Source: an optimization exercise on an open RTL-to-GDS flow (aim: small area). Production flows keep margins and buffers that such runs may drop.
Where RTL was checked, it was by simulation tests only, not by an equivalence proof against the original.
Only the layout flow was run in run 3; the RTL was not checked for function there.
No driver is modelled on the clock port, so clocking that relies on it looks cheaper here than on a real chip.
Power and IR drop assume default switching activity.

<file path="flow/flow/run.sh">
#!/bin/bash
# The standard layout with four changes: after floorplanning,
# flow/downsize.tcl puts every logic cell at its smallest drive strength
# (the later repair steps size up where needed); the port buffers are buf_1
# cells; clock tree synthesis uses clkbuf_4 buffers without dummy loads; and
# after clock tree synthesis, flow/post_cts.tcl upsizes to clkbuf_8 each
# clock buffer whose flip-flops' clock slew is estimated over 100 ps.
# Each tool's output is in orfs/logs; the make output is in flow_make.log.
set -euo pipefail
here=$(cd "$(dirname "$0")" && pwd)
export BUFFER_PORTS_ARGS="-buffer_cell sky130_fd_sc_hd__buf_1"
export CTS_ARGS="-sink_clustering_enable -repair_clock_nets -dont_use_dummy_load -buf_list sky130_fd_sc_hd__clkbuf_4"
export POST_CTS_TCL="$here/post_cts.tcl"
export PRE_CTS_TCL="$here/pre_cts.tcl"
export POST_FLOORPLAN_TCL="$here/downsize.tcl"
bash standard.sh > flow_make.log 2>&1
</file>
<file path="flow/flow/downsize.tcl">
# Start placement from the smallest drive strength of every logic cell that
# synthesis sized up (not the flip-flops or clock buffers); the resizer's
# later repair steps size up again only where slew, load or timing needs it.
foreach inst [get_cells *] {
  set master [get_property [get_lib_cells -of_objects $inst] name]
  if {![regexp {^(sky130_fd_sc_hd__[a-z0-9]+)_([0-9]+)$} $master -> base drive]} { continue }
  if {$drive <= 1 || [string match *clk* $base] || [string match *df* $base]} { continue }
  foreach alt [list ${base}_1 ${base}_0] {
    if {[llength [get_lib_cells -quiet $alt]] > 0} {
      replace_cell $inst $alt
      break
    }
  }
}
</file>
<file path="flow/flow/post_cts.tcl">
estimate_parasitics -placement
set weak {}
foreach pin [all_registers -clock_pins -edge_triggered] {
  set worst 0
  foreach edge {rise fall} {
    foreach a {min max} {
      set s [get_property $pin slew_${a}_$edge]
      if {$s > $worst} { set worst $s }
    }
  }
  if {$worst > 0.100} {
    set net [get_nets -of_objects $pin]
    foreach drv [get_pins -of_objects $net -filter "direction==output"] {
      lappend weak [get_cells -of_objects $drv]
    }
  }
}
set done {}
foreach c $weak {
  set name [get_property $c full_name]
  if {[lsearch -exact $done $name] >= 0} { continue }
  lappend done $name
  if {[get_property [get_lib_cells -of_objects $c] name] eq "sky130_fd_sc_hd__clkbuf_4"} {
    puts "upsizing clock buffer $name"
    replace_cell $c sky130_fd_sc_hd__clkbuf_8
  }
}
if {[llength $done] > 0} {
  detailed_placement
  check_placement -verbose
  estimate_parasitics -placement
}
</file>
<file path="flow/flow/pre_cts.tcl">
# Remove the buffers that timing-driven global placement inserted; the
# repair steps after clock tree synthesis size gates up instead where
# timing needs it.
set placed {}
foreach inst [get_cells place*] { lappend placed [get_property $inst full_name] }
if {[llength $placed] > 0} { remove_buffers $placed }
</file>
<file path="flow/standard.sh">
#!/bin/bash
# synth_recipe.tcl (not shown) runs the flow's synth.tcl, then flattens the netlist and writes it again
# the make line also repeats each setting of config.mk as NAME=value (left out here)
make -C /OpenROAD-flow-scripts/flow DESIGN_CONFIG=/design/flow/config.mk WORK_HOME=/design/flow/orfs CLKGATE_MAP_FILE= SYNTH_SCRIPT=/design/flow/synth_recipe.tcl "${@:-finish}"
</file>
<file path="flow/config.mk">
export PLATFORM = sky130hd
export DESIGN_NAME = top
export DESIGN_NICKNAME = top
export VERILOG_FILES = /design/flow/design.v
export SDC_FILE = /design/flow/constraint.sdc
export NUM_CORES = 4
export LEC_CHECK = 0
export CAP_MARGIN = 20
export CORE_MARGIN = 2
export CORE_UTILIZATION = 40
export SLEW_MARGIN = 20
export SYNTH_HIERARCHICAL = 1
export SYNTH_MINIMUM_KEEP_SIZE = 0
</file>
<file path="flow/constraint.sdc">
create_clock -name core_clock -period 10.0 [get_ports {clk}]
set_input_delay 2.0000 -clock core_clock [delete_from_list [all_inputs] [get_ports {clk}]]
set_output_delay 2.0000 -clock core_clock [all_outputs]
set_load 0.01 [all_outputs]
</file>
<file path="flow/design.v">
module p_mul (
    input  logic [8:0] en,
    input  logic [7:0] pn,
    output logic [6:0] cmd
);
    wire e8 = ~en[8];
    wire pp1 = ~(en[0] | pn[0]);
    wire pp2 = ~(en[0] | pn[1]);
    wire pp3 = ~(en[0] | pn[2]);
    wire pp4 = ~(en[0] | pn[3]);
    wire pp5 = ~(en[0] | pn[4]);
    wire pp6 = ~(en[0] | pn[5]);
    wire pp7 = ~(en[0] | pn[6]);
    wire pp8 = ~(en[0] | pn[7]);
    wire pp9 = ~(en[1] | pn[0]);
    wire pp10 = ~(en[1] | pn[1]);
    wire pp11 = ~(en[1] | pn[2]);
    wire pp12 = ~(en[1] | pn[3]);
    wire pp13 = ~(en[1] | pn[4]);
    wire pp14 = ~(en[1] | pn[5]);
    wire pp15 = ~(en[1] | pn[6]);
    wire pp16 = ~(en[1] | pn[7]);
    wire pp17 = ~(en[2] | pn[0]);
    wire pp18 = ~(en[2] | pn[1]);
    wire pp19 = ~(en[2] | pn[2]);
    wire pp20 = ~(en[2] | pn[3]);
    wire pp21 = ~(en[2] | pn[4]);
    wire pp22 = ~(en[2] | pn[5]);
    wire pp23 = ~(en[2] | pn[6]);
    wire pp24 = ~(en[2] | pn[7]);
    wire pp25 = ~(en[3] | pn[0]);
    wire pp26 = ~(en[3] | pn[1]);
    wire pp27 = ~(en[3] | pn[2]);
    wire pp28 = ~(en[3] | pn[3]);
    wire pp29 = ~(en[3] | pn[4]);
    wire pp30 = ~(en[3] | pn[5]);
    wire pp31 = ~(en[3] | pn[6]);
    wire pp32 = ~(en[3] | pn[7]);
    wire pp33 = ~(en[4] | pn[0]);
    wire pp34 = ~(en[4] | pn[1]);
    wire pp35 = ~(en[4] | pn[2]);
    wire pp36 = ~(en[4] | pn[3]);
    wire pp37 = ~(en[4] | pn[4]);
    wire pp38 = ~(en[4] | pn[5]);
    wire pp39 = ~(en[4] | pn[6]);
    wire pp40 = ~(en[4] | pn[7]);
    wire pp41 = ~(en[5] | pn[0]);
    wire pp42 = ~(en[5] | pn[1]);
    wire pp43 = ~(en[5] | pn[2]);
    wire pp44 = ~(en[5] | pn[3]);
    wire pp45 = ~(en[5] | pn[4]);
    wire pp46 = ~(en[5] | pn[5]);
    wire pp47 = ~(en[5] | pn[6]);
    wire pp48 = ~(en[5] | pn[7]);
    wire pp49 = ~(en[6] | pn[0]);
    wire pp50 = ~(en[6] | pn[1]);
    wire pp51 = ~(en[6] | pn[2]);
    wire pp52 = ~(en[6] | pn[3]);
    wire pp53 = ~(en[6] | pn[4]);
    wire pp54 = ~(en[6] | pn[5]);
    wire pp55 = ~(en[6] | pn[6]);
    wire pp56 = ~(en[6] | pn[7]);
    wire pp57 = ~(en[7] | pn[0]);
    wire pp58 = ~(en[7] | pn[1]);
    wire pp59 = ~(en[7] | pn[2]);
    wire pp60 = ~(en[7] | pn[3]);
    wire pp61 = ~(en[7] | pn[4]);
    wire pp62 = ~(en[7] | pn[5]);
    wire pp63 = ~(en[7] | pn[6]);
    wire pp64 = ~(en[7] | pn[7]);
    wire pp65 = e8 & pn[0];
    wire pp66 = e8 & pn[1];
    wire pp67 = e8 & pn[2];
    wire pp68 = e8 & pn[3];
    wire pp69 = e8 & pn[4];
    wire pp70 = e8 & pn[5];
    wire pp71 = e8 & pn[6];
    wire pp72 = e8 & pn[7];
    wire s73, c74;
    p_ha us73 (.a(pp7), .b(pp14), .s(s73), .co(c74));
    wire s75, c76;
    p_fa us75 (.a(pp8), .b(pp15), .c(pp22), .s(s75), .co(c76));
    wire s77, c78;
    p_ha us77 (.a(pp29), .b(pp36), .s(s77), .co(c78));
    wire s79, c80;
    p_fa us79 (.a(pp16), .b(pp23), .c(pp30), .s(s79), .co(c80));
    wire s81, c82;
    p_fa us81 (.a(pp37), .b(pp44), .c(pp51), .s(s81), .co(c82));
    wire s83, c84;
    p_ha us83 (.a(pp58), .b(pp65), .s(s83), .co(c84));
    wire s85, c86;
    p_fa us85 (.a(pp24), .b(pp31), .c(pp38), .s(s85), .co(c86));
    wire s87, c88;
    p_fa us87 (.a(pp45), .b(pp52), .c(pp59), .s(s87), .co(c88));
    wire s89, c90;
    p_fa us89 (.a(pp32), .b(pp39), .c(pp46), .s(s89), .co(c90));
    wire s91, c92;
    p_ha us91 (.a(pp5), .b(pp12), .s(s91), .co(c92));
    wire s93, c94;
    p_fa us93 (.a(pp6), .b(pp13), .c(pp20), .s(s93), .co(c94));
    wire s95, c96;
    p_ha us95 (.a(pp27), .b(pp34), .s(s95), .co(c96));
    wire s97, c98;
    p_fa us97 (.a(s73), .b(pp21), .c(pp28), .s(s97), .co(c98));
    wire s99, c100;
    p_fa us99 (.a(pp35), .b(pp42), .c(pp49), .s(s99), .co(c100));
    wire s101, c102;
    p_fa us101 (.a(s75), .b(s77), .c(pp43), .s(s101), .co(c102));
    wire s103, c104;
    p_fa us103 (.a(pp50), .b(pp57), .c(c74), .s(s103), .co(c104));
    wire s105, c106;
    p_fa us105 (.a(s79), .b(s81), .c(s83), .s(s105), .co(c106));
    wire s107, c108;
    p_fa us107 (.a(e8), .b(c76), .c(c78), .s(s107), .co(c108));
    wire s109, c110;
    p_fa us109 (.a(s85), .b(s87), .c(pp66), .s(s109), .co(c110));
    wire s111, c112;
    p_fa us111 (.a(c80), .b(c82), .c(c84), .s(s111), .co(c112));
    wire s113, c114;
    p_fa us113 (.a(s89), .b(pp53), .c(pp60), .s(s113), .co(c114));
    wire s115, c116;
    p_fa us115 (.a(pp67), .b(c86), .c(c88), .s(s115), .co(c116));
    wire s117, c118;
    p_fa us117 (.a(pp40), .b(pp47), .c(pp54), .s(s117), .co(c118));
    wire s119, c120;
    p_fa us119 (.a(pp61), .b(pp68), .c(c90), .s(s119), .co(c120));
    wire s121, c122;
    p_fa us121 (.a(pp48), .b(pp55), .c(pp62), .s(s121), .co(c122));
    wire s123, c124;
    p_ha us123 (.a(pp4), .b(pp11), .s(s123), .co(c124));
    wire s125, c126;
    p_fa us125 (.a(s91), .b(pp19), .c(pp26), .s(s125), .co(c126));
    wire s127, c128;
    p_fa us127 (.a(s93), .b(s95), .c(pp41), .s(s127), .co(c128));
    wire s129, c130;
    p_fa us129 (.a(s97), .b(s99), .c(c94), .s(s129), .co(c130));
    wire s131, c132;
    p_fa us131 (.a(s101), .b(s103), .c(c98), .s(s131), .co(c132));
    wire s133, c134;
    p_fa us133 (.a(s105), .b(s107), .c(c102), .s(s133), .co(c134));
    wire s135, c136;
    p_fa us135 (.a(s109), .b(s111), .c(c106), .s(s135), .co(c136));
    wire s137, c138;
    p_fa us137 (.a(s113), .b(s115), .c(c110), .s(s137), .co(c138));
    wire s139, c140;
    p_fa us139 (.a(s117), .b(s119), .c(c114), .s(s139), .co(c140));
    wire s141, c142;
    p_fa us141 (.a(s121), .b(pp69), .c(c118), .s(s141), .co(c142));
    wire s143, c144;
    p_fa us143 (.a(pp56), .b(pp63), .c(pp70), .s(s143), .co(c144));
    wire s145, c146;
    p_ha us145 (.a(pp3), .b(pp10), .s(s145), .co(c146));
    wire s147, c148;
    p_fa us147 (.a(s123), .b(pp18), .c(pp25), .s(s147), .co(c148));
    wire s149, c150;
    p_fa us149 (.a(s125), .b(pp33), .c(c124), .s(s149), .co(c150));
    wire s151, c152;
    p_fa us151 (.a(s127), .b(c92), .c(c126), .s(s151), .co(c152));
    wire s153, c154;
    p_fa us153 (.a(s129), .b(c96), .c(c128), .s(s153), .co(c154));
    wire s155, c156;
    p_fa us155 (.a(s131), .b(c100), .c(c130), .s(s155), .co(c156));
    wire s157, c158;
    p_fa us157 (.a(s133), .b(c104), .c(c132), .s(s157), .co(c158));
    wire s159, c160;
    p_fa us159 (.a(s135), .b(c108), .c(c134), .s(s159), .co(c160));
    wire s161, c162;
    p_fa us161 (.a(s137), .b(c112), .c(c136), .s(s161), .co(c162));
    wire s163, c164;
    p_fa us163 (.a(s139), .b(c116), .c(c138), .s(s163), .co(c164));
    wire s165, c166;
    p_fa us165 (.a(s141), .b(c120), .c(c140), .s(s165), .co(c166));
    wire s167, c168;
    p_fa us167 (.a(s143), .b(c122), .c(c142), .s(s167), .co(c168));
    wire s169, c170;
    p_fa us169 (.a(pp64), .b(pp71), .c(c144), .s(s169), .co(c170));
    wire c171 = pp2 & pp9;
    wire c172 = (s145 & pp17) | (s145 & c171) | (pp17 & c171);
    wire c173 = (s147 & c146) | (s147 & c172) | (c146 & c172);
    wire c174 = (s149 & c148) | (s149 & c173) | (c148 & c173);
    wire c175 = (s151 & c150) | (s151 & c174) | (c150 & c174);
    wire c176 = (s153 & c152) | (s153 & c175) | (c152 & c175);
    wire c177 = (s155 & c154) | (s155 & c176) | (c154 & c176);
    wire c178 = (s157 & c156) | (s157 & c177) | (c156 & c177);
    wire c179 = (s159 & c158) | (s159 & c178) | (c158 & c178);
    wire s180, c181;
    p_fa us180 (.a(s161), .b(c160), .c(c179), .s(s180), .co(c181));
    assign cmd[0] = s180;
    wire s182, c183;
    p_fa us182 (.a(s163), .b(c162), .c(c181), .s(s182), .co(c183));
    assign cmd[1] = s182;
    wire s184, c185;
    p_fa us184 (.a(s165), .b(c164), .c(c183), .s(s184), .co(c185));
    assign cmd[2] = s184;
    wire s186, c187;
    p_fa us186 (.a(s167), .b(c166), .c(c185), .s(s186), .co(c187));
    assign cmd[3] = s186;
    wire s188, c189;
    p_fa us188 (.a(s169), .b(c168), .c(c187), .s(s188), .co(c189));
    assign cmd[4] = s188;
    wire s190, c191;
    p_fa us190 (.a(pp72), .b(c170), .c(c189), .s(s190), .co(c191));
    assign cmd[5] = s190;
    wire s192, c193;
    p_ha us192 (.a(e8), .b(c191), .s(s192), .co(c193));
    assign cmd[6] = s192;
endmodule
module p_fa (input logic a, input logic b, input logic c, output logic s, output logic co);
    assign s  = a ^ b ^ c;
    assign co = (a & b) | (a & c) | (b & c);
endmodule
module p_ha (input logic a, input logic b, output logic s, output logic co);
    assign s  = a ^ b;
    assign co = a & b;
endmodule
`default_nettype none
module top (
    input   logic       clk,
    input   logic       reset_n,
    input   logic       input_spi_clk,
    input   logic       input_spi_mosi,
    input   logic       input_spi_cs_n,
    output  logic       adc_spi_clk,
    input   logic       adc_spi_miso,
    output  logic       adc_spi_mosi,
    output  logic       adc_spi_cs_n,
    output  logic       pwm_a,
    output  logic       pwm_b
);
    logic [9:0]  m;
    logic [5:0]  s;
    logic [9:0]  m_inc;      
    logic [10:0] t;          
    assign t[0] = 1'b1;
    genvar gi;
    generate for (gi = 0; gi < 10; gi = gi + 1) begin : g_m
        assign m_inc[gi] = m[gi] ^ t[gi];
        assign t[gi+1]   = m[gi] & t[gi];
    end endgenerate
    wire [6:0] s_inc = {1'b0, s} + {6'd0, m[4:0] == 5'd2};
    always_ff @(posedge clk) begin
        if (~reset_n) begin
            m <= 10'd2;
            s <= 6'd63;
        end else begin
            m <= m_inc;
            s <= s_inc[5:0] | {1'b0, {3{s_inc[6]}}, 2'b00};
        end
    end
    assign adc_spi_cs_n = (s >= 6'd47);
    assign adc_spi_clk  = ~adc_spi_cs_n & ((m[4:0] >= 5'd19) | (m[4:0] <= 5'd2));
    assign adc_spi_mosi = (s == 6'd28) | (s == 6'd29) | (s == 6'd31);
    logic [8:0] sr;
    always_ff @(posedge clk) begin
        if (m[4:0] == 5'd18 && s >= 6'd33 && s <= 6'd41)
            sr <= {sr[7:0], adc_spi_miso};
    end
    logic [7:0] r8;
    logic       rf;
    always_ff @(posedge clk) begin
        if (s == 6'd45 && m[4:0] == 5'd24) begin
            r8 <= sr[8:1];
            rf <= sr[0] & ~(&sr[8:1]);
        end
    end
    wire rx = r8[7] | (rf & (&r8[6:0]));
    logic       clk_q;
    logic [3:0] since;       
    logic [4:0] bitcnt;
    logic [8:0] bufn;        
    logic [7:0] pn, spn;     
    wire shift = (since == 4'd1) & clk_q;
    wire valid = (bitcnt == 5'd16);
    always_ff @(posedge clk) begin
        clk_q <= input_spi_clk;
        if (input_spi_clk & ~clk_q)
            since <= 4'd0;
        else if (~since[3])
            since <= since + 1'b1;
        if (shift)
            bufn <= {bufn[7:0], ~input_spi_mosi};
    end
    always_ff @(posedge clk) begin
        if (~reset_n || input_spi_cs_n)
            bitcnt <= '0;
        else if (shift)
            bitcnt <= bitcnt + 1'b1;
    end
    always_ff @(posedge clk) begin
        if (~reset_n) begin
            pn  <= ~8'd16;
            spn <= ~8'd127;
        end else if (valid) begin
            if (bufn[8] && since == 4'd7)
                pn <= bufn[7:0];
            if (~bufn[8] && since[3])
                spn <= bufn[7:0];
        end
    end
    logic [8:0] en;
    logic [8:0] ec;
    assign ec[0] = rf;
    generate for (gi = 0; gi < 8; gi = gi + 1) begin : g_en
        p_fa fa_en (.a(r8[gi]), .b(spn[gi]), .c(ec[gi]), .s(en[gi]), .co(ec[gi+1]));
    end endgenerate
    assign en[8] = rx ^ spn[7] ^ ec[8];
    logic [6:0] cmd;
    p_mul mul (.en(en), .pn(pn), .cmd(cmd));
    logic [7:0] ya, yb;
    assign ya = {~cmd[6], cmd[6], cmd[5:0]};
    assign yb = ~ya;
    wire ok = (|m_inc[9:2]) | (m_inc[1] & m_inc[0]);
    logic [8:0] lta, ltb;
    assign lta[0] = 1'b0;
    assign ltb[0] = 1'b1;
    generate for (gi = 0; gi < 8; gi = gi + 1) begin : g_cmp
        assign lta[gi+1] = (~m_inc[gi+2] & ya[gi]) | (~m_inc[gi+2] & lta[gi]) | (ya[gi] & lta[gi]);
        assign ltb[gi+1] = (~m_inc[gi+2] & yb[gi]) | (~m_inc[gi+2] & ltb[gi]) | (yb[gi] & ltb[gi]);
    end endgenerate
    always_ff @(posedge clk) begin
        pwm_a <= ok & lta[8];
        pwm_b <= ok & ltb[8];
    end
endmodule
</file>
==> impl_results.md, run 1 <==
- Crit path time final: 9520 ps
- Most used cell, CP: fa_1
- Ant. Diodes: 0
- Rel. slew slack: 55.1%
- Worst R2R Path Depth: 30
- Psw: 0.159 mW
- Post-Syn Instances: 441
- Syn Area/Cell: 10.7 sq um
- TritonCTS clock tree: yes
- Initial antenna violation count: 0
- Logic pwr share: 13.5%
- Worst reg2reg path startpoint: r8[0]$_DFFE_PP_
- Worst-margin pin slew: 671 ps
- Layout overhead on the synthesized area: 2.83%
- Max Used Layer: met4
- VDD IR max: 0.0855 mV
- Final count of negative-setup-slack endpoints: 0
- Synth Flop Type: dfxtp_1
- Share of layout cells above drive strength 1: 4.24%
- Clock Power Share: 25.1%
- All-Layer GR Usage: 14.5%
- Final Cell Area: 0.00487 sq mm
- Post-Route Setup TNS: 0 ps
- CP endpoint: pwm_b$_DFF_P_
- Hold crit path type: flop to flop
- RR Endpoint: pwm_b$_DFF_P_
- Dpl ws: 422 ps
- Max incr delay on CP: 530 ps
- Worst-path fanout max: 4
- Mux cell area share after synthesis: 3.59%
- Footprint of the multi-input gates: 0.00283 sq mm
- Clk latency of the worst-skew pair: 410 ps
- Synth Area in Adders: 30.7%
- Sequential area share after synthesis: 35.7%
- Hold Violations, Final: 0
- Max Cap Viol: 0
- Post-DP Area: 0.00479 sq mm
- Slowest cell on the critical path: fa_1
- Initial cell density of the core: 41.3%
- Synth area leaders: fa_1 24%, dfxtp_1 19%, edfxtp_1 17%, ha_1 6.6%, nor2_1 6.4%
- XOR/XNOR Fraction of Synth Area: 1.85%
- Die Height: 113 um
- CTS Sinks: 71
- Gr ovfl total: 0
- Fin crit share: 95.2%
- Seq. cell area: 0.00169 sq mm
- Die X: 113 um
- Pwr/cell area: 119 mW/mm^2
- Leak Pwr: 2.03 nW
- Commonest cells post-synth: 81 x nor2_1, 56 x fa_1, 44 x dfxtp_1, 27 x edfxtp_1, 25 x ha_1
- Sw frac: 27.6%
- Metal2 WL: 3.95 mm
- Full die area: 0.0127 sq mm
- Sequential Power Share: 61.4%
- Via/cell ratio: 5.30
- Vias in the first global route: 3127
- Met3 routed WL: 275 um
- RSZ-0062 raised after global routing: no
- Most frequent cell after synthesis: nor2_1
- GPL Wtd Cong: 0.781
- Synthesis warning total: 7
- Post-route ant nets: 0
- Reg clk slew, reported paths: 90 ps
- Worst EP required: 10340 ps
- Critical Path End Type: flop
- R2R Setup Slk: 480 ps
- Slew Viols, Final: 0
- Via count: 3008
- Worst setup path category: flop to flop
- Detailed Place HPWL: 6.42 mm
- Largest family of logic cells by synthesized area: adder cells
- Metal-1 WL: 4.01 mm
- Synth area leader: fa_1
- Total nets after synthesis: 528
- Final setup margin: 484 ps
- Simple-gate portion of the synthesized area: 18.3%
- CP startpoint: r8[0]$_DFFE_PP_
- Synth Area in Compound Gates: 5.55%
- Achievable frequency: 105 MHz
- Core ar.: 0.0115 sq mm
- Async set or reset register ratio after synthesis: 0%
- Status: finished clean
- Startpoint types: flop
- Register bit total from synthesis: 71
- First-pass DRT Iterations: 4
- Fill cell count: 1083
- Drt total wl: 8.42 mm
- EDFF count, synth: 27
- PortBufs: 10
- Initial DRC count: 85
- Largest net degree at the start of global routing: 34
- Top-area cell type share of the netlist area: 23.7%
- P_int: 0.418 mW
- IO Pins: 11
- Unique cell type count in the Yosys netlist: 48
- DR WL/cell: 14.8 um
- First-pass GRT wire length: 14.9 mm
- Clk_skew: 34.2 ps
- Critical path arrival: 9850 ps
- NumNets Final: 514
- Netlist Area Pre-Place: 0.00474 sq mm
- Drt drc: 0
- Row count: 39
-- state kept, by name (all words and copies together) (netlist names) --
register	count
spn	8
m	10
pwm_b	1
bitcnt	5
pwm_a	1
sr	9
r8	8
rf	1
clk_q	1
since	4
s	6
bufn	9
pn	8
-- Yosys stat by module, one instance, submodules excluded --
module,cells inside,flip-flops and latches
p_mul,111,0
p_fa,1,0
top,266,71
p_ha,1,0
-- kinds of logic after synthesis --
family / count (synthesis)
and+or+nand+nor: 177
adders and majority gates: 83
DFF: 71
buffers and inverters: 43
AOI/OAI and AO/OA: 40
muxes: 17
xor gates and xnor gates: 10
-- how the worst min path moves through the flow --
stage | start | to | slack [ps] | cells past startpoint
2_1_floorplan | sr[8]$_DFFE_PP_ | r8[7]$_DFFE_PP_ | 430 | 0
3_3_place_gp | sr[0]$_DFFE_PP_ | sr[1]$_DFFE_PP_ | 440 | 0
3_5_place_dp | sr[0]$_DFFE_PP_ | sr[1]$_DFFE_PP_ | 440 | 0
5_1_grt | sr[0]$_DFFE_PP_ | sr[1]$_DFFE_PP_ | 470 | 0
6_report | sr[8]$_DFFE_PP_ | r8[7]$_DFFE_PP_ | 460 | 0
-- through the flow --
| step | std cells | hold WS [ps] | util (%) | power [mW] |
|---|---|---|---|---|
| 5_1_grt | 568 | 471 | 42.5 | 0.611 |
| 6_report | 568 | 458 | 42.5 | 0.578 |
| 3_5_place_dp | 569 | 438 | 41.8 | 0.442 |
| 2_1_floorplan | 441 | 427 | - | 0.422 |
| 3_3_place_gp | 569 | 444 | 41.8 | 0.437 |
-- layout by cell type (no fill, tap or decap), types with 5 or more instances in the layout --
master     n
a21oi_1   12
and2_1     8
clkbuf_4   5
dfxtp_1   44
edfxtp_1  27
fa_1      55
ha_1      25
inv_1     14
mux2i_1   17
nand2_1   23
nand2b_1   6
nand3_1    8
nand4_1    6
nor2_1    81
nor2b_1   25
nor3_1     8
o21ai_0    5
o22ai_1    6
xor2_1     7
-- cell type report --
type	count	share of cell area, %
well taps	143	3.67
repair buffers	4	0.514
clock buffers	9	1.90
flip-flops and latches	71	34.7
multi-input cells	327	58.1
inverters	14	1.08
-- critical path: cells and delay by family (launching register included) --
kind            cells  cell delay, ps
fa+ha+maj          19            7620
buf+inv             1              80
simple gates        3             310
compound gates      5             630
xor+xnor            2             410
flops               1             420
-- power groups by stage --
stage	clock [mW]	combinational [mW]	sequential, mW
floorplan	0	0.0742	0.348
global placement	0	0.0798	0.358
detailed placement	0	0.0828	0.359
global route	0.161	0.0903	0.360
finish	0.145	0.0777	0.355
-- layer usage --
| metal | vias up | track usage [%] |
|---|---|---|
| met2 | 53 | 23.9 |
| li1 | 1444 | - |
| met3 | 13 | 2.57 |
| met5 | - | 0 |
| met4 | 0 | 5.28 |
| met1 | 1498 | 19.2 |
==> run 2: changes to the inputs <==
==> flow/flow/run.sh (replaced) <==
#!/bin/bash
# The standard layout with five changes: after floorplanning,
# flow/downsize.tcl puts every logic cell at its smallest drive strength
# (the later repair steps size up where needed); the port buffers are buf_1
# cells; before clock tree synthesis, flow/pre_cts.tcl removes the buffers
# that global placement inserted; clock tree synthesis uses clkbuf_4
# buffers without dummy loads; and after it, flow/post_cts.tcl upsizes to
# clkbuf_8 each clock buffer whose flip-flops' clock slew is estimated over
# 100 ps.
# Each tool's output is in orfs/logs; the make output is in flow_make.log.
set -euo pipefail
here=$(cd "$(dirname "$0")" && pwd)
export BUFFER_PORTS_ARGS="-buffer_cell sky130_fd_sc_hd__buf_1"
export CTS_ARGS="-sink_clustering_enable -repair_clock_nets -dont_use_dummy_load -buf_list sky130_fd_sc_hd__clkbuf_4"
export PRE_CTS_TCL="$here/pre_cts.tcl"
export POST_CTS_TCL="$here/post_cts.tcl"
export POST_FLOORPLAN_TCL="$here/downsize.tcl"
bash standard.sh > flow_make.log 2>&1
==> flow/flow/pre_cts.tcl (replaced) <==
# Remove the buffers that timing-driven global placement inserted (the
# instances named place*, one at a time: remove_buffers with no instance
# would remove every buffer, the port buffers too); the repair steps after
# clock tree synthesis size gates up instead where timing needs it.
foreach inst [get_cells -quiet place*] {
  remove_buffers $inst
}
==> run 2 against run 1 <==
Via count grew 0.73%. Register-to-register slack is essentially flat. Largest cell class unchanged. Critical path type unchanged. Area after synthesis unchanged.
==> impl_results.md, run 2 <==
- Status: finished clean
- Clk latency of the worst-skew pair: 410 ps
- Biggest regs: m: 10 flops, bufn: 9 flops, sr: 9 flops
- Core ar.: 0.0115 sq mm
- Total nets after synthesis: 528
- Via count: 3030
- Netlist Area Pre-Place: 0.00474 sq mm
- Final setup margin: 481 ps
- Synth area leader: fa_1
- Post-DP Area: 0.00479 sq mm
- Reg clk slew, reported paths: 90 ps
- Layout overhead on the synthesized area: 3.64%
- Synth Flop Type: dfxtp_1
- Slew Viols, Final: 0
- Largest register FFs: 10
- Startpoint types: flop
- Die Height: 113 um
- Worst reg2reg path startpoint: r8[0]$_DFFE_PP_
- Top-area cell type share of the netlist area: 23.7%
- Fin crit share: 95.2%
- TritonCTS clock tree: yes
- Leak Pwr: 2.05 nW
- All-Layer GR Usage: 14.5%
- Gr ovfl total: 0
- IO Pins: 11
- Worst R2R Path Depth: 30
- Final Cell Area: 0.00491 sq mm
- VDD IR max: 0.0857 mV
- Worst-path fanout max: 4
- Share of layout cells above drive strength 1: 4.37%
- Vias in the first global route: 3176
- NumNets Final: 524
- Unique cell type count in the Yosys netlist: 48
- Initial DRC count: 110
- Max incr delay on CP: 530 ps
- Commonest non-fill, non-tap cells in the layout: 81 x nor2_1, 55 x fa_1, 44 x dfxtp_1
- Post-Route Setup TNS: 0 ps
- Async set or reset register ratio after synthesis: 0%
- Fill cell count: 1084
- Worst-margin pin slew: 671 ps
- Achievable frequency: 105 MHz
- Clk_skew: 33.5 ps
- Dpl ws: 422 ps
- Critical path arrival: 9850 ps
- GPL Wtd Cong: 0.781
- Hold Violations, Final: 0
- Synthesis warning total: 7
- Post-Syn Instances: 441
- CP startpoint: r8[0]$_DFFE_PP_
- Initial cell density of the core: 41.3%
- Via/cell ratio: 5.24
- Drt drc: 0
- Hold Path Origin: sr[8]$_DFFE_PP_
- Detailed Place HPWL: 6.42 mm
- CTS Sinks: 71
- Die X: 113 um
- Hold crit path type: flop to flop
- Row count: 39
- Most used cell, CP: fa_1
- Commonest cells post-synth: 81 x nor2_1, 56 x fa_1, 44 x dfxtp_1, 27 x edfxtp_1, 25 x ha_1
- Fin cells: 578
- Placed Instances: 569
- RSZ-0062 raised after global routing: no
- PortBufs: 10
- Post-route ant nets: 0
- Pwr/cell area: 119 mW/mm^2
- Reg with most FFs: m
- First-pass GRT wire length: 14.9 mm
- Critical Path End Type: flop
- Worst EP required: 10330 ps
- Max Cap Viol: 0
- Most frequent cell after synthesis: nor2_1
- Drt total wl: 8.45 mm
- DR WL/cell: 14.6 um
- Synth area leaders: fa_1 24%, dfxtp_1 19%, edfxtp_1 17%, ha_1 6.6%, nor2_1 6.4%
- Final count of negative-setup-slack endpoints: 0
- Sequential area share after synthesis: 35.7%
- Power, Total: 0.583 mW
- Worst setup path category: flop to flop
- First-pass DRT Iterations: 4
- Cell depth of the worst hold path: 0
- Syn Area/Cell: 10.7 sq um
- Ant. Diodes: 0
- Rel. slew slack: 55.2%
- Crit path time final: 9520 ps
- EDFF count, synth: 27
- Slowest cell on the critical path: fa_1
- Full die area: 0.0127 sq mm
- Initial antenna violation count: 0
- Largest net degree at the start of global routing: 34
- Register bit total from synthesis: 71
- Commonest non-fill, non-tap cell in the layout: nor2_1
## run 2: cell counts after synthesis
No cell type changed its count.
## run 2: cells by family (layout without fill, tap and decap cells)
kind of cell,count (synthesis),in the layout,synth area share [%]
xor gates and xnor gates,10,10,1.85
muxes,17,17,3.59
AOI/OAI and AO/OA,40,40,5.55
and+or+nand+nor,177,177,18.3
buffers and inverters,43,37,4.30
adders and majority gates,83,83,30.7
DFF,71,71,35.7
## run 2: worst paths after layout
kind,slack [ps],end
setup reg to reg,480,pwm_b$_DFF_P_
hold / removal,460,r8[7]$_DFFE_PP_
setup / recovery,480,pwm_b$_DFF_P_
hold reg to reg,460,r8[7]$_DFFE_PP_
## run 2: per-module statistics from Yosys, one instance, submodules excluded
| module | times used | cell area (sq um) |
|---|---|---|
| p_fa | 56 | 20.0 |
| p_ha | 8 | 12.5 |
| top | 1 | 3000 |
| p_mul | 1 | 513 |
## run 2: per-stage QoR
| step | util, % | hold slack, ps |
|---|---|---|
| 6_report | 42.8 | 458 |
| 5_1_grt | 42.8 | 471 |
| 3_5_place_dp | 41.8 | 438 |
| 3_3_place_gp | 41.8 | 444 |
| 2_1_floorplan | - | 427 |
## run 2: routing by layer
layer	routed length [um]	GRT usage (%)	share of wire, %	vias up
li1	-	-	-	1462
met1	4080	19.1	48	1498
met2	3930	24.1	47	57
met3	258	2.46	3.1	13
met4	177	5.28	2.1	0
met5	0	0	0	-
## run 2: cell type report
| type | instances | area, sq um | area share (%) |
|---|---|---|---|
| inverter | 14 | 52.6 | 1.07 |
| sequential | 71 | 1690 | 34.4 |
| timing repair buffer | 14 | 63.8 | 1.30 |
| tap | 143 | 179 | 3.64 |
| clock buffer | 9 | 92.6 | 1.89 |
| multi-input combinational | 327 | 2830 | 57.7 |
## run 2: critical path: cells and delay by family (launching register included)
kind | cells | cell delay, ps
adder cells (fa/ha/maj) | 19 | 7620
AO/OA/AOI/OAI | 5 | 630
flip-flops | 1 | 420
XOR/XNOR | 2 | 410
AND/OR/NAND/NOR | 3 | 310
buffers and inverters | 1 | 80
## run 2: power breakdown
group | internal, mW | switching [mW] | leakage (nW)
logic | 0.0370 | 0.0471 | 1.39
clock network | 0.0586 | 0.0861 | 0.0518
registers | 0.325 | 0.0287 | 0.603
total | 0.421 | 0.162 | 2.05
==> run 3: changes to the inputs <==
--- a/flow/design.v
+++ b/flow/design.v
@@ -78,124 +78,124 @@
     wire pp72 = e8 & pn[7];
     wire s73, c74;
-    p_ha us73 (.a(pp7), .b(pp14), .s(s73), .co(c74));
+    p_fa us73 (.a(pp3), .b(pp10), .c(pp17), .s(s73), .co(c74));
     wire s75, c76;
-    p_fa us75 (.a(pp8), .b(pp15), .c(pp22), .s(s75), .co(c76));
+    p_fa us75 (.a(pp4), .b(pp11), .c(pp18), .s(s75), .co(c76));
     wire s77, c78;
-    p_ha us77 (.a(pp29), .b(pp36), .s(s77), .co(c78));
+    p_fa us77 (.a(c74), .b(s75), .c(pp25), .s(s77), .co(c78));
     wire s79, c80;
-    p_fa us79 (.a(pp16), .b(pp23), .c(pp30), .s(s79), .co(c80));
+    p_fa us79 (.a(pp5), .b(pp12), .c(pp19), .s(s79), .co(c80));
     wire s81, c82;
-    p_fa us81 (.a(pp37), .b(pp44), .c(pp51), .s(s81), .co(c82));
+    p_fa us81 (.a(c76), .b(s79), .c(pp26), .s(s81), .co(c82));
     wire s83, c84;
-    p_ha us83 (.a(pp58), .b(pp65), .s(s83), .co(c84));
+    p_fa us83 (.a(c78), .b(pp33), .c(s81), .s(s83), .co(c84));
     wire s85, c86;
-    p_fa us85 (.a(pp24), .b(pp31), .c(pp38), .s(s85), .co(c86));
+    p_fa us85 (.a(pp6), .b(pp13), .c(pp20), .s(s85), .co(c86));
     wire s87, c88;
-    p_fa us87 (.a(pp45), .b(pp52), .c(pp59), .s(s87), .co(c88));
+    p_fa us87 (.a(c80), .b(s85), .c(pp27), .s(s87), .co(c88));
     wire s89, c90;
-    p_fa us89 (.a(pp32), .b(pp39), .c(pp46), .s(s89), .co(c90));
+    p_fa us89 (.a(c82), .b(pp34), .c(s87), .s(s89), .co(c90));
     wire s91, c92;
-    p_ha us91 (.a(pp5), .b(pp12), .s(s91), .co(c92));
+    p_fa us91 (.a(pp41), .b(c84), .c(s89), .s(s91), .co(c92));
     wire s93, c94;
-    p_fa us93 (.a(pp6), .b(pp13), .c(pp20), .s(s93), .co(c94));
+    p_fa us93 (.a(pp7), .b(pp14), .c(pp21), .s(s93), .co(c94));
     wire s95, c96;
-    p_ha us95 (.a(pp27), .b(pp34), .s(s95), .co(c96));
+    p_fa us95 (.a(c86), .b(s93), .c(pp28), .s(s95), .co(c96));
     wire s97, c98;
-    p_fa us97 (.a(s73), .b(pp21), .c(pp28), .s(s97), .co(c98));
+    p_fa us97 (.a(c88), .b(pp35), .c(s95), .s(s97), .co(c98));
     wire s99, c100;
-    p_fa us99 (.a(pp35), .b(pp42), .c(pp49), .s(s99), .co(c100));
+    p_fa us99 (.a(pp42), .b(c90), .c(s97), .s(s99), .co(c100));
     wire s101, c102;
-    p_fa us101 (.a(s75), .b(s77), .c(pp43), .s(s101), .co(c102));
+    p_fa us101 (.a(pp49), .b(c92), .c(s99), .s(s101), .co(c102));
     wire s103, c104;
-    p_fa us103 (.a(pp50), .b(pp57), .c(c74), .s(s103), .co(c104));
+    p_fa us103 (.a(pp8), .b(pp15), .c(pp22), .s(s103), .co(c104));
     wire s105, c106;
-    p_fa us105 (.a(s79), .b(s81), .c(s83), .s(s105), .co(c106));
+    p_fa us105 (.a(c94), .b(s103), .c(pp29), .s(s105), .co(c106));
     wire s107, c108;
-    p_fa us107 (.a(e8), .b(c76), .c(c78), .s(s107), .co(c108));
+    p_fa us107 (.a(c96), .b(pp36), .c(s105), .s(s107), .co(c108));
     wire s109, c110;
-    p_fa us109 (.a(s85), .b(s87), .c(pp66), .s(s109), .co(c110));
+    p_fa us109 (.a(pp43), .b(c98), .c(s107), .s(s109), .co(c110));
     wire s111, c112;
-    p_fa us111 (.a(c80), .b(c82), .c(c84), .s(s111), .co(c112));
+    p_fa us111 (.a(pp50), .b(c100), .c(s109), .s(s111), .co(c112));
     wire s113, c114;
-    p_fa us113 (.a(s89), .b(pp53), .c(pp60), .s(s113), .co(c114));
+    p_fa us113 (.a(pp57), .b(c102), .c(s111), .s(s113), .co(c114));
     wire s115, c116;
-    p_fa us115 (.a(pp67), .b(c86), .c(c88), .s(s115), .co(c116));
+    p_fa us115 (.a(pp16), .b(pp23), .c(c104), .s(s115), .co(c116));
     wire s117, c118;
-    p_fa us117 (.a(pp40), .b(pp47), .c(pp54), .s(s117), .co(c118));
+    p_fa us117 (.a(pp30), .b(s115), .c(c106), .s(s117), .co(c118));
     wire s119, c120;
-    p_fa us119 (.a(pp61), .b(pp68), .c(c90), .s(s119), .co(c120));
+    p_fa us119 (.a(pp37), .b(s117), .c(pp44), .s(s119), .co(c120));
     wire s121, c122;
-    p_fa us121 (.a(pp48), .b(pp55), .c(pp62), .s(s121), .co(c122));
+    p_fa us121 (.a(c108), .b(pp51), .c(s119), .s(s121), .co(c122));
     wire s123, c124;
-    p_ha us123 (.a(pp4), .b(pp11), .s(s123), .co(c124));
+    p_fa us123 (.a(c110), .b(pp58), .c(c112), .s(s123), .co(c124));
     wire s125, c126;
-    p_fa us125 (.a(s91), .b(pp19), .c(pp26), .s(s125), .co(c126));
+    p_fa us125 (.a(s121), .b(s123), .c(c114), .s(s125), .co(c126));
     wire s127, c128;
-    p_fa us127 (.a(s93), .b(s95), .c(pp41), .s(s127), .co(c128));
+    p_fa us127 (.a(e8), .b(pp65), .c(s125), .s(s127), .co(c128));
     wire s129, c130;
-    p_fa us129 (.a(s97), .b(s99), .c(c94), .s(s129), .co(c130));
+    p_fa us129 (.a(pp24), .b(pp31), .c(c116), .s(s129), .co(c130));
     wire s131, c132;
-    p_fa us131 (.a(s101), .b(s103), .c(c98), .s(s131), .co(c132));
+    p_fa us131 (.a(pp38), .b(s129), .c(c118), .s(s131), .co(c132));
     wire s133, c134;
-    p_fa us133 (.a(s105), .b(s107), .c(c102), .s(s133), .co(c134));
+    p_fa us133 (.a(pp45), .b(s131), .c(c120), .s(s133), .co(c134));
     wire s135, c136;
-    p_fa us135 (.a(s109), .b(s111), .c(c106), .s(s135), .co(c136));
+    p_fa us135 (.a(pp52), .b(s133), .c(pp59), .s(s135), .co(c136));
     wire s137, c138;
-    p_fa us137 (.a(s113), .b(s115), .c(c110), .s(s137), .co(c138));
+    p_fa us137 (.a(c122), .b(s135), .c(c124), .s(s137), .co(c138));
     wire s139, c140;
-    p_fa us139 (.a(s117), .b(s119), .c(c114), .s(s139), .co(c140));
+    p_fa us139 (.a(pp66), .b(s137), .c(c126), .s(s139), .co(c140));
     wire s141, c142;
-    p_fa us141 (.a(s121), .b(pp69), .c(c118), .s(s141), .co(c142));
+    p_fa us141 (.a(pp32), .b(pp39), .c(c130), .s(s141), .co(c142));
     wire s143, c144;
-    p_fa us143 (.a(pp56), .b(pp63), .c(pp70), .s(s143), .co(c144));
+    p_fa us143 (.a(pp46), .b(s141), .c(c132), .s(s143), .co(c144));
     wire s145, c146;
-    p_ha us145 (.a(pp3), .b(pp10), .s(s145), .co(c146));
+    p_fa us145 (.a(pp53), .b(s143), .c(c134), .s(s145), .co(c146));
     wire s147, c148;
-    p_fa us147 (.a(s123), .b(pp18), .c(pp25), .s(s147), .co(c148));
+    p_fa us147 (.a(pp60), .b(s145), .c(c136), .s(s147), .co(c148));
     wire s149, c150;
-    p_fa us149 (.a(s125), .b(pp33), .c(c124), .s(s149), .co(c150));
+    p_fa us149 (.a(s147), .b(pp67), .c(c138), .s(s149), .co(c150));
     wire s151, c152;
-    p_fa us151 (.a(s127), .b(c92), .c(c126), .s(s151), .co(c152));
+    p_fa us151 (.a(pp40), .b(pp47), .c(c142), .s(s151), .co(c152));
     wire s153, c154;
-    p_fa us153 (.a(s129), .b(c96), .c(c128), .s(s153), .co(c154));
+    p_fa us153 (.a(pp54), .b(s151), .c(c144), .s(s153), .co(c154));
     wire s155, c156;
-    p_fa us155 (.a(s131), .b(c100), .c(c130), .s(s155), .co(c156));
+    p_fa us155 (.a(pp61), .b(s153), .c(c146), .s(s155), .co(c156));
     wire s157, c158;
-    p_fa us157 (.a(s133), .b(c104), .c(c132), .s(s157), .co(c158));
+    p_fa us157 (.a(s155), .b(c148), .c(pp68), .s(s157), .co(c158));
     wire s159, c160;
-    p_fa us159 (.a(s135), .b(c108), .c(c134), .s(s159), .co(c160));
+    p_fa us159 (.a(pp48), .b(pp55), .c(c152), .s(s159), .co(c160));
     wire s161, c162;
-    p_fa us161 (.a(s137), .b(c112), .c(c136), .s(s161), .co(c162));
+    p_fa us161 (.a(pp62), .b(s159), .c(c154), .s(s161), .co(c162));
     wire s163, c164;
-    p_fa us163 (.a(s139), .b(c116), .c(c138), .s(s163), .co(c164));
+    p_fa us163 (.a(s161), .b(c156), .c(pp69), .s(s163), .co(c164));
     wire s165, c166;
-    p_fa us165 (.a(s141), .b(c120), .c(c140), .s(s165), .co(c166));
+    p_fa us165 (.a(pp56), .b(pp63), .c(c160), .s(s165), .co(c166));
     wire s167, c168;
-    p_fa us167 (.a(s143), .b(c122), .c(c142), .s(s167), .co(c168));
+    p_fa us167 (.a(s165), .b(c162), .c(pp70), .s(s167), .co(c168));
     wire s169, c170;
-    p_fa us169 (.a(pp64), .b(pp71), .c(c144), .s(s169), .co(c170));
+    p_fa us169 (.a(pp64), .b(c166), .c(pp71), .s(s169), .co(c170));
     wire c171 = pp2 & pp9;
-    wire c172 = (s145 & pp17) | (s145 & c171) | (pp17 & c171);
-    wire c173 = (s147 & c146) | (s147 & c172) | (c146 & c172);
-    wire c174 = (s149 & c148) | (s149 & c173) | (c148 & c173);
-    wire c175 = (s151 & c150) | (s151 & c174) | (c150 & c174);
-    wire c176 = (s153 & c152) | (s153 & c175) | (c152 & c175);
-    wire c177 = (s155 & c154) | (s155 & c176) | (c154 & c176);
-    wire c178 = (s157 & c156) | (s157 & c177) | (c156 & c177);
-    wire c179 = (s159 & c158) | (s159 & c178) | (c158 & c178);
+    wire c172 = c171 & s73;
+    wire c173 = c172 & s77;
+    wire c174 = c173 & s83;
+    wire c175 = c174 & s91;
+    wire c176 = c175 & s101;
+    wire c177 = c176 & s113;
+    wire c178 = c177 & s127;
+    wire c179 = (c128 & s139) | (c128 & c178) | (s139 & c178);
     wire s180, c181;
-    p_fa us180 (.a(s161), .b(c160), .c(c179), .s(s180), .co(c181));
+    p_fa us180 (.a(s149), .b(c140), .c(c179), .s(s180), .co(c181));
     assign cmd[0] = s180;
     wire s182, c183;
-    p_fa us182 (.a(s163), .b(c162), .c(c181), .s(s182), .co(c183));
+    p_fa us182 (.a(s157), .b(c150), .c(c181), .s(s182), .co(c183));
     assign cmd[1] = s182;
     wire s184, c185;
-    p_fa us184 (.a(s165), .b(c164), .c(c183), .s(s184), .co(c185));
+    p_fa us184 (.a(c158), .b(s163), .c(c183), .s(s184), .co(c185));
     assign cmd[2] = s184;
     wire s186, c187;
-    p_fa us186 (.a(s167), .b(c166), .c(c185), .s(s186), .co(c187));
+    p_fa us186 (.a(c164), .b(s167), .c(c185), .s(s186), .co(c187));
     assign cmd[3] = s186;
     wire s188, c189;
-    p_fa us188 (.a(s169), .b(c168), .c(c187), .s(s188), .co(c189));
+    p_fa us188 (.a(c168), .b(s169), .c(c187), .s(s188), .co(c189));
     assign cmd[4] = s188;
     wire s190, c191;
@@ -270,5 +270,5 @@
     logic [8:0] bufn;        
     logic [7:0] pn, spn;     
-    wire shift = (since == 4'd1) & clk_q;
+    wire shift = (since == 4'd1);
     wire valid = (bitcnt == 5'd16);
     always_ff @(posedge clk) begin
==> flow/flow/run.sh (replaced) <==
#!/bin/bash
# The standard layout with four changes: after floorplanning,
# flow/downsize.tcl puts every logic cell at its smallest drive strength
# (the later repair steps size up where needed); the port buffers are buf_1
# cells; clock tree synthesis uses clkbuf_4 buffers without dummy loads; and
# after clock tree synthesis, flow/post_cts.tcl upsizes to clkbuf_8 each
# clock buffer whose flip-flops' clock slew is estimated over 100 ps.
# Each tool's output is in orfs/logs; the make output is in flow_make.log.
set -euo pipefail
here=$(cd "$(dirname "$0")" && pwd)
export BUFFER_PORTS_ARGS="-buffer_cell sky130_fd_sc_hd__buf_1"
export CTS_ARGS="-sink_clustering_enable -repair_clock_nets -dont_use_dummy_load -buf_list sky130_fd_sc_hd__clkbuf_4"
export POST_CTS_TCL="$here/post_cts.tcl"
export POST_FLOORPLAN_TCL="$here/downsize.tcl"
bash standard.sh > flow_make.log 2>&1
removed: flow/flow/pre_cts.tcl
==> run 3 against run 2 <==
Critical path type unchanged. Core utilization is the same. Largest power group unchanged. Synthesized cell count shrank 3.6%. Die area is 0.57% lower. Still clean on timing, DRC and antenna. Wire length fell by 6.7%. Highest routed layer unchanged.
==> impl_results.md, run 3 <==
- Register bit total from synthesis: 71
- Post-Syn Instances: 425
- Rel. slew slack: 53.3%
- Max Cap Viol: 0
- Leak Pwr: 2.01 nW
- Layout overhead on the synthesized area: 4.25%
- First-pass DRT Iterations: 4
- NumNets Final: 508
- CP startpoint: r8[0]$_DFFE_PP_
- Hold Path Origin: sr[0]$_DFFE_PP_
- Reg with most FFs: m
- Full die area: 0.0127 sq mm
- Drt total wl: 7.88 mm
- Synth Area in Compound Gates: 4.49%
- Initial DRC count: 145
- Biggest regs: m: 10 flops, bufn: 9 flops, sr: 9 flops
- Worst-margin pin slew: 696 ps
- Netlist Area Pre-Place: 0.00471 sq mm
- Sequential Power Share: 60.7%
- Commonest non-fill, non-tap cells in the layout: 78 x nor2_1, 61 x fa_1, 44 x dfxtp_1
- Synthesis warning total: 7
- Async set or reset register ratio after synthesis: 0%
- Footprint of the multi-input gates: 0.00282 sq mm
- Reg clk slew, reported paths: 90 ps
- Post-route ant nets: 0
- Top-area cell type share of the netlist area: 26.8%
- Via/cell ratio: 5.19
- Seq. cell area: 0.00169 sq mm
- Ant. Diodes: 0
- Psw: 0.173 mW
- Initial antenna violation count: 0
- Achievable frequency: 105 MHz
- Critical path arrival: 9880 ps
- Worst setup path category: flop to flop
- PortBufs: 10
- Simple-gate portion of the synthesized area: 18.1%
- Final Cell Area: 0.00491 sq mm
- XOR/XNOR Fraction of Synth Area: 1.86%
- EDFF count, synth: 27
- Commonest non-fill, non-tap cell in the layout: nor2_1
- Largest net degree at the start of global routing: 34
- Worst EP required: 10340 ps
- Synth area leader: fa_1
- Fin crit share: 95.4%
- P_int: 0.440 mW
- Logic pwr share: 15.0%
- Sequential area share after synthesis: 35.9%
- DR WL/cell: 14.0 um
- Row count: 39
- Total nets after synthesis: 512
- Largest register FFs: 10
- Sw frac: 28.2%
- Synth area leaders: fa_1 27%, dfxtp_1 19%, edfxtp_1 17%, nor2_1 6.2%, ha_1 4.8%
- Syn Area/Cell: 11.1 sq um
- Startpoint types: flop
- Core ar.: 0.0115 sq mm
- CTS Sinks: 71
- GPL Wtd Cong: 0.769
- First-pass GRT wire length: 14.1 mm
- Share of layout cells above drive strength 1: 4.53%
- Gr ovfl total: 0
- Die X: 113 um
- Status: finished clean
- Initial cell density of the core: 41.1%
- IO Pins: 11
- RSZ-0062 raised after global routing: no
- Mux cell area share after synthesis: 3.40%
- Worst-path fanout max: 8
- Post-DP Area: 0.00477 sq mm
- Critical Path End Type: flop
- Clock Power Share: 24.3%
- Post-Route Setup TNS: 0 ps
- VDD IR max: 0.104 mV
- Drt drc: 0
- TritonCTS clock tree: yes
- Commonest cells post-synth: 78 x nor2_1, 63 x fa_1, 44 x dfxtp_1, 27 x edfxtp_1, 24 x nor2b_1
- Crit path time final: 9540 ps
- Via count: 2917
- Largest family of logic cells by synthesized area: adder cells
- Synth Flop Type: dfxtp_1
- Synth Area in Adders: 32.0%
- Clk latency of the worst-skew pair: 430 ps
- Hold Violations, Final: 0
- Hold crit path type: flop to flop
- Fill cell count: 1050
- Detailed Place HPWL: 5.98 mm
- Most frequent cell after synthesis: nor2_1
- Clk_skew: 24.1 ps
- All-Layer GR Usage: 14.1%
- Final count of negative-setup-slack endpoints: 0
- Die Height: 113 um
- Pwr/cell area: 125 mW/mm^2
- Slew Viols, Final: 0
- Worst reg2reg path startpoint: r8[0]$_DFFE_PP_
- Unique cell type count in the Yosys netlist: 49
- Vias in the first global route: 3060
## run 3: changes by cell type in the layout (fill, tap and decap cells not counted), moves of 3 or more
cell | previous run | this run
nor4_1 | 2 | 5
o22ai_1 | 6 | 3
nor3_1 | 8 | 5
buf_4 | 2 | 5
nor2_1 | 81 | 78
ha_1 | 25 | 17
fa_1 | 55 | 61
nand2_1 | 23 | 18
## run 3: cells by family (layout without fill, tap and decap cells)
family                   after synthesis  count (layout)
AO/OA/AOI/OAI                         32              32
buffers and inverters                 43              37
flip-flops                            71              71
AND/OR/NAND/NOR                      170             170
XOR/XNOR                              10              10
adder cells (fa/ha/maj)               83              83
multiplexers                          16              16
## run 3: layer usage
layer  global-route usage [%]  up-vias  part of all wire (%)
li1                         -     1395                     -
met1                     18.4     1476                    47
met2                     23.2       35                    48
met3                     3.19       11                   2.9
met4                     5.20        0                   1.7
met5                        0        -                     0
## run 3: worst paths after layout
path         cells after the start  slack, ps               to
max                             26        460    pwm_b$_DFF_P_
min                              0        440  sr[1]$_DFFE_PP_
max reg2reg                     26        460    pwm_b$_DFF_P_
min reg2reg                      0        440  sr[1]$_DFFE_PP_
## run 3: power by group through the flow
stage               clock [mW]  sequential (mW)  combinational (mW)
floorplan                    0            0.362              0.0776
global placement             0            0.376              0.0868
detailed placement           0            0.378              0.0909
global route             0.170            0.377               0.106
finish                   0.149            0.372              0.0918
## run 3: worst max-delay path, cell delays in order, from the launching register on
cell and delay [ps]:
edfxtp_1 420, fa_1 450, fa_1 400, fa_2 640, nor2_1 70, fa_1 460
fa_1 430, fa_1 570, fa_1 440, fa_1 400, fa_1 470, fa_1 530
fa_1 410, or4b_1 170, nor4_1 50, maj3_1 390, fa_1 380, fa_1 380
fa_1 390, fa_1 390, fa_1 410, fa_2 380, ha_4 300, inv_1 70
nor3_1 180, a21oi_1 90, o211ai_1 190
## run 3: layout make-up
class / instances / area share (%)
Clock buffer: 9 / 2.01
Timing Repair Buffer: 15 / 1.53
Inverter: 13 / 0.994
Sequential cell: 71 / 34.4
Multi-Input combinational cell: 311 / 57.4
Tap cell: 143 / 3.64
## run 3: Yosys stat by module (local to each module, per instance)
| module | times used | flops+latches | area (sq um) | cells |
|---|---|---|---|---|
| p_ha | 1 | 0 | 12.5 | 1 |
| p_mul | 1 | 0 | 442 | 97 |
| p_fa | 63 | 0 | 20.0 | 1 |
| top | 1 | 71 | 3000 | 264 |
## run 3: stage by stage
stage	util (%)	std cells	setup WS [ps]	hold WS [ps]	total power, mW
2_1_floorplan	-	425	665	427	0.440
3_3_place_gp	41.6	551	569	448	0.462
3_5_place_dp	41.6	551	357	449	0.469
5_1_grt	42.8	562	20.2	462	0.654
6_report	42.8	562	462	439	0.613

[static timing again, ports no longer ideal]
In the flow no input, the clock included, has a driving cell. The finished layouts below were timed again as built, in two steps.
Step 1 sets driving cells, clkbuf_16 on the clock port and buf_2 on the other inputs (assumed; they add their load-dependent delay and slew).
Step 2 adds t to the input delays and takes it off the output delays; t is the mean of the earliest and latest rising clock arrival at the registers after step 1. Input paths then give back, and output paths get back, about the clock's delay inside the block.
Slacks: ideal ports / drivers / drivers and shift; pairs: ideal ports / drivers.
run	shift t [ns]	setup WS [ns]	latest minus earliest clock arrival (ns)	worst register clock-pin slew, ns
run 1	0.420	0.484 / 0.484 / 0.484	0.035 / 0.035	0.10 / 0.10
run 2	0.418	0.481 / 0.481 / 0.481	0.034 / 0.034	0.10 / 0.10
run 3	0.444	0.462 / 0.462 / 0.462	0.026 / 0.026	0.09 / 0.09
After both steps every run listed still meets setup and hold.
